What follows belongs to an exercise in optimizing a design on an open flow for small area and a short achievable clock period; a production flow would make more cautious choices.
The RTL was checked by simulation tests, not by an equivalence proof against the original design.
Power figures rest on the tool's default switching activity, not on a simulated workload.

== oak ==
## rv32i_cpu
module rv32i_cpu (
  input             clk,
  input             rst,
  output     [31:0] pc,
  input      [31:0] inst,
  output            MemWen,
  output     [31:0] MemAddr,
  output     [31:0] MemWdata,
  input      [31:0] MemRdata
);
Size: roughly 4900 cells after synthesis, roughly 160 I/O pins, roughly 49000 um^2 of cells after synthesis.
==> module regfile, before the edit <==
module regfile (
  input             clk,
  input             we,
  input      [4:0]  rs1, rs2, rd,
  input      [31:0] rd_data,
  input             use_imm,
  input      [31:0] imm,
  output     [31:0] rs1v, rs1n_agu, rs2v, rs2v_mem
);
  wire [31:0] q [0:31];
  wire [127:0] s1f, s2f, wf, wnf;
  assign q[0] = 32'b0;
  genvar r, k, j;
  generate
    wire [4:0] rs1n, rs2n;
    wire [3:0] lo1n, lo2n;
    wire [7:0] hi1n, hi2n;
    wire       use_imm_n;
    c_inv ui (.a(use_imm), .y(use_imm_n));
    for (j = 0; j < 5; j = j + 1) begin : g_inv
      c_inv i1 (.a(rs1[j]), .y(rs1n[j]));
      c_inv i2 (.a(rs2[j]), .y(rs2n[j]));
    end
    for (j = 0; j < 4; j = j + 1) begin : g_lo
      c_nand2 l1 (.a(j[0] ? rs1[0] : rs1n[0]), .b(j[1] ? rs1[1] : rs1n[1]), .y(lo1n[j]));
      c_nand3 l2 (.a(j[0] ? rs2[0] : rs2n[0]), .b(j[1] ? rs2[1] : rs2n[1]), .c(use_imm_n), .y(lo2n[j]));
    end
    for (j = 0; j < 8; j = j + 1) begin : g_hi
      c_nand3 h1 (.a(j[0] ? rs1[2] : rs1n[2]), .b(j[1] ? rs1[3] : rs1n[3]), .c(j[2] ? rs1[4] : rs1n[4]), .y(hi1n[j]));
      c_nand3 h2 (.a(j[0] ? rs2[2] : rs2n[2]), .b(j[1] ? rs2[3] : rs2n[3]), .c(j[2] ? rs2[4] : rs2n[4]), .y(hi2n[j]));
    end
    wire [4:0] rdn;
    wire [3:0] low_n;
    wire [7:0] hiw_n;
    for (j = 0; j < 5; j = j + 1) begin : g_invw
      c_inv iw (.a(rd[j]), .y(rdn[j]));
    end
    for (j = 0; j < 4; j = j + 1) begin : g_low
      c_nand3 lw (.a(j[0] ? rd[0] : rdn[0]), .b(j[1] ? rd[1] : rdn[1]), .c(we), .y(low_n[j]));
    end
    for (j = 0; j < 8; j = j + 1) begin : g_hiw
      c_nand3 hw (.a(j[0] ? rd[2] : rdn[2]), .b(j[1] ? rd[3] : rdn[3]), .c(j[2] ? rd[4] : rdn[4]), .y(hiw_n[j]));
    end
    for (r = 1; r < 32; r = r + 1) begin : g_dec
      for (j = 0; j < 4; j = j + 1) begin : g_grp
        c_nor2 d1 (.a(hi1n[r/4]), .b(lo1n[r%4]), .y(s1f[32*j+r]));
        c_nor2 d2 (.a(hi2n[r/4]), .b(lo2n[r%4]), .y(s2f[32*j+r]));
        c_nor2 dw (.a(hiw_n[r/4]), .b(low_n[r%4]), .y(wf[32*j+r]));
        c_inv  dn (.a(wf[32*j+r]), .y(wnf[32*j+r]));
      end
    end
    for (r = 1; r < 32; r = r + 1) begin : g_r
      reg  [31:0] x;
      wire [31:0] d;
      for (k = 0; k < 32; k = k + 1) begin : g_b
        rf_hold h (.q(x[k]), .d(rd_data[k]), .w(wf[32*(k/8)+r]), .wn(wnf[32*(k/8)+r]), .y(d[k]));
      end
      always @(posedge clk) x <= d;
      assign q[r] = x;
    end
    for (k = 0; k < 32; k = k + 1) begin : g_col
      wire [10:0] a1, a2;
      wire [2:0]  o1, o2;
      wire        a2i;
      for (j = 0; j < 10; j = j + 1) begin : g_t
        rf_aoi3 t1 (.a(q[3*j+1][k]), .sa(s1f[32*(k/8)+3*j+1]), .b(q[3*j+2][k]), .sb(s1f[32*(k/8)+3*j+2]),
                    .c(q[3*j+3][k]), .sc(s1f[32*(k/8)+3*j+3]), .y(a1[j]));
        rf_aoi3 t2 (.a(q[3*j+1][k]), .sa(s2f[32*(k/8)+3*j+1]), .b(q[3*j+2][k]), .sb(s2f[32*(k/8)+3*j+2]),
                    .c(q[3*j+3][k]), .sc(s2f[32*(k/8)+3*j+3]), .y(a2[j]));
      end
      c_nand2 n1 (.a(q[31][k]), .b(s1f[32*(k/8)+31]), .y(a1[10]));
      c_nand2 n2 (.a(q[31][k]), .b(s2f[32*(k/8)+31]), .y(a2[10]));
      c_nand2 n3 (.a(imm[k]), .b(use_imm), .y(a2i));
      c_nand4 p10 (.a(a1[0]), .b(a1[1]), .c(a1[2]), .d(a1[3]), .y(o1[0]));
      c_nand4 p11 (.a(a1[4]), .b(a1[5]), .c(a1[6]), .d(a1[7]), .y(o1[1]));
      c_nand3 p12 (.a(a1[8]), .b(a1[9]), .c(a1[10]), .y(o1[2]));
      c_nand4 p20 (.a(a2[0]), .b(a2[1]), .c(a2[2]), .d(a2[3]), .y(o2[0]));
      c_nand4 p21 (.a(a2[4]), .b(a2[5]), .c(a2[6]), .d(a2[7]), .y(o2[1]));
      c_nand4 p22 (.a(a2[8]), .b(a2[9]), .c(a2[10]), .d(a2i), .y(o2[2]));
      c_nor3 f1a (.a(o1[0]), .b(o1[1]), .c(o1[2]), .y(rs1n_agu[k]));
      c_or3  f1b (.a(o1[0]), .b(o1[1]), .c(o1[2]), .y(rs1v[k]));
      c_or3  f2a (.a(o2[0]), .b(o2[1]), .c(o2[2]), .y(rs2v[k]));
      c_or3  f2b (.a(o2[0]), .b(o2[1]), .c(o2[2]), .y(rs2v_mem[k]));
    end
  endgenerate
endmodule
export LEC_CHECK = 0
export CAP_MARGIN = 20
export CORE_MARGIN = 2
export CORE_UTILIZATION = 55
export PLACE_DENSITY = 0.68
export SLEW_MARGIN = 20
export SYNTH_HIERARCHICAL = 1
create_clock -name core_clock -period 19.5 [get_ports {clk}]
standard.sh (not shown) runs the stock make flow with config.mk's settings and CLKGATE_MAP_FILE= SYNTH_SCRIPT=/design/flow/synth_recipe.tcl, a recipe that flattens the netlist after the stock synthesis.
==> flow/flow/run.sh <==
#!/bin/bash
# Own layout flow: the standard flow (standard.sh) with these changes:
#  - the standard synthesis runs first, on its own and unchanged;
#  - ports are buffered with buf_2 instead of the default delay cell;
#  - clock tree synthesis uses clusters of up to 14 sinks and 60 um, clkbuf_4/8, no dummy loads;
#  - the timing repair steps aim for a setup slack margin, which sizes up the critical path.
# Each step's full output goes to its own log file in this folder; ORFS's logs are under orfs/logs.
set -euo pipefail
cd "$(dirname "$0")/.."
MARGIN=${MARGIN:-9}
bash standard.sh synth > flow_synth.log 2>&1
bash standard.sh \
  "BUFFER_PORTS_ARGS=-buffer_cell sky130_fd_sc_hd__buf_2" \
  "CTS_ARGS=-sink_clustering_enable -repair_clock_nets -dont_use_dummy_load -sink_clustering_size 14 -sink_clustering_max_diameter 60 -buf_list {sky130_fd_sc_hd__clkbuf_4 sky130_fd_sc_hd__clkbuf_8}" \
  "SETUP_SLACK_MARGIN=$MARGIN" \
  "TNS_END_PERCENT=2" \
  finish > flow_finish.log 2>&1
Per the final summary, oak finished and its layout is clean on timing, DRC and antenna.
Setup changes, oak to pine
--- a/flow/design.v
+++ b/flow/design.v
@@ -569,11 +569,13 @@
       c_nand4 p21 (.a(a2[4]), .b(a2[5]), .c(a2[6]), .d(a2[7]), .y(o2[1]));
       c_nand4 p22 (.a(a2[8]), .b(a2[9]), .c(a2[10]), .d(a2i), .y(o2[2]));
       c_nor3 f1a (.a(o1[0]), .b(o1[1]), .c(o1[2]), .y(rs1n_agu[k]));
       c_or3  f1b (.a(o1[0]), .b(o1[1]), .c(o1[2]), .y(rs1v[k]));
       c_or3  f2a (.a(o2[0]), .b(o2[1]), .c(o2[2]), .y(rs2v[k]));
-      c_or3  f2b (.a(o2[0]), .b(o2[1]), .c(o2[2]), .y(rs2v_mem[k]));
+      wire   m2n;
+      c_nor3 f2b (.a(o2[0]), .b(o2[1]), .c(o2[2]), .y(m2n));
+      c_inv  f2c (.a(m2n), .y(rs2v_mem[k]));
     end
   endgenerate
 endmodule
 module rv32i_cpu (
   input             clk,
==> summary.txt <==
Lower share of synthesized cell area in and, or, nand and nor gates goes to oak over pine.
Per the comparison of pine with oak, depth of the critical timing path with buffers and inverters included moved up; design internal power moved up; total length of routed met3 wires moved up; met2 layer usage reported by global route moved down.
Die area: pine vs oak up 0.48%
Going from oak to pine, cell area after layout picked up an extra 650 um^2; instance area after placement picked up an extra 0.55%; met3 usage in global routing picked up an extra 0.81 points.
Compared pine against oak; fraction of the mapped netlist area in adder cells within noise.
Between pine and oak, the average footprint of a synthesized cell figures differ only marginally.

[separate check: timing with driven ports]
How much do the figures lean on ideal ports? The routed layouts below were timed once more, with nothing changed but the port constraints. Step 1 assumes that a clkbuf_16 drives the clock port and a buf_2 every other input. Step 2 moves the port delays by t, midway between the first and last clock arrival at a register: inputs arrive t later, outputs are due t later. That takes back most of the time a late clock gives input paths. a / b / c = no drivers / after step 1 / after step 2; a / b = the first two.
| run | t, ns | slack for setup (ns) | hold WS [ns] |
|---|---|---|---|
| oak | 0.849 | 8.107 / 7.962 / 7.564 | 0.511 / 0.511 / 0.511 |
| pine | 0.838 | 8.152 / 8.075 / 7.695 | 0.516 / 0.516 / 0.516 |
After both steps setup and hold are still met in every run listed. For oak, which loses most, drivers alone change the setup slack by -0.145 ns; drivers and shift together by -0.543 ns.
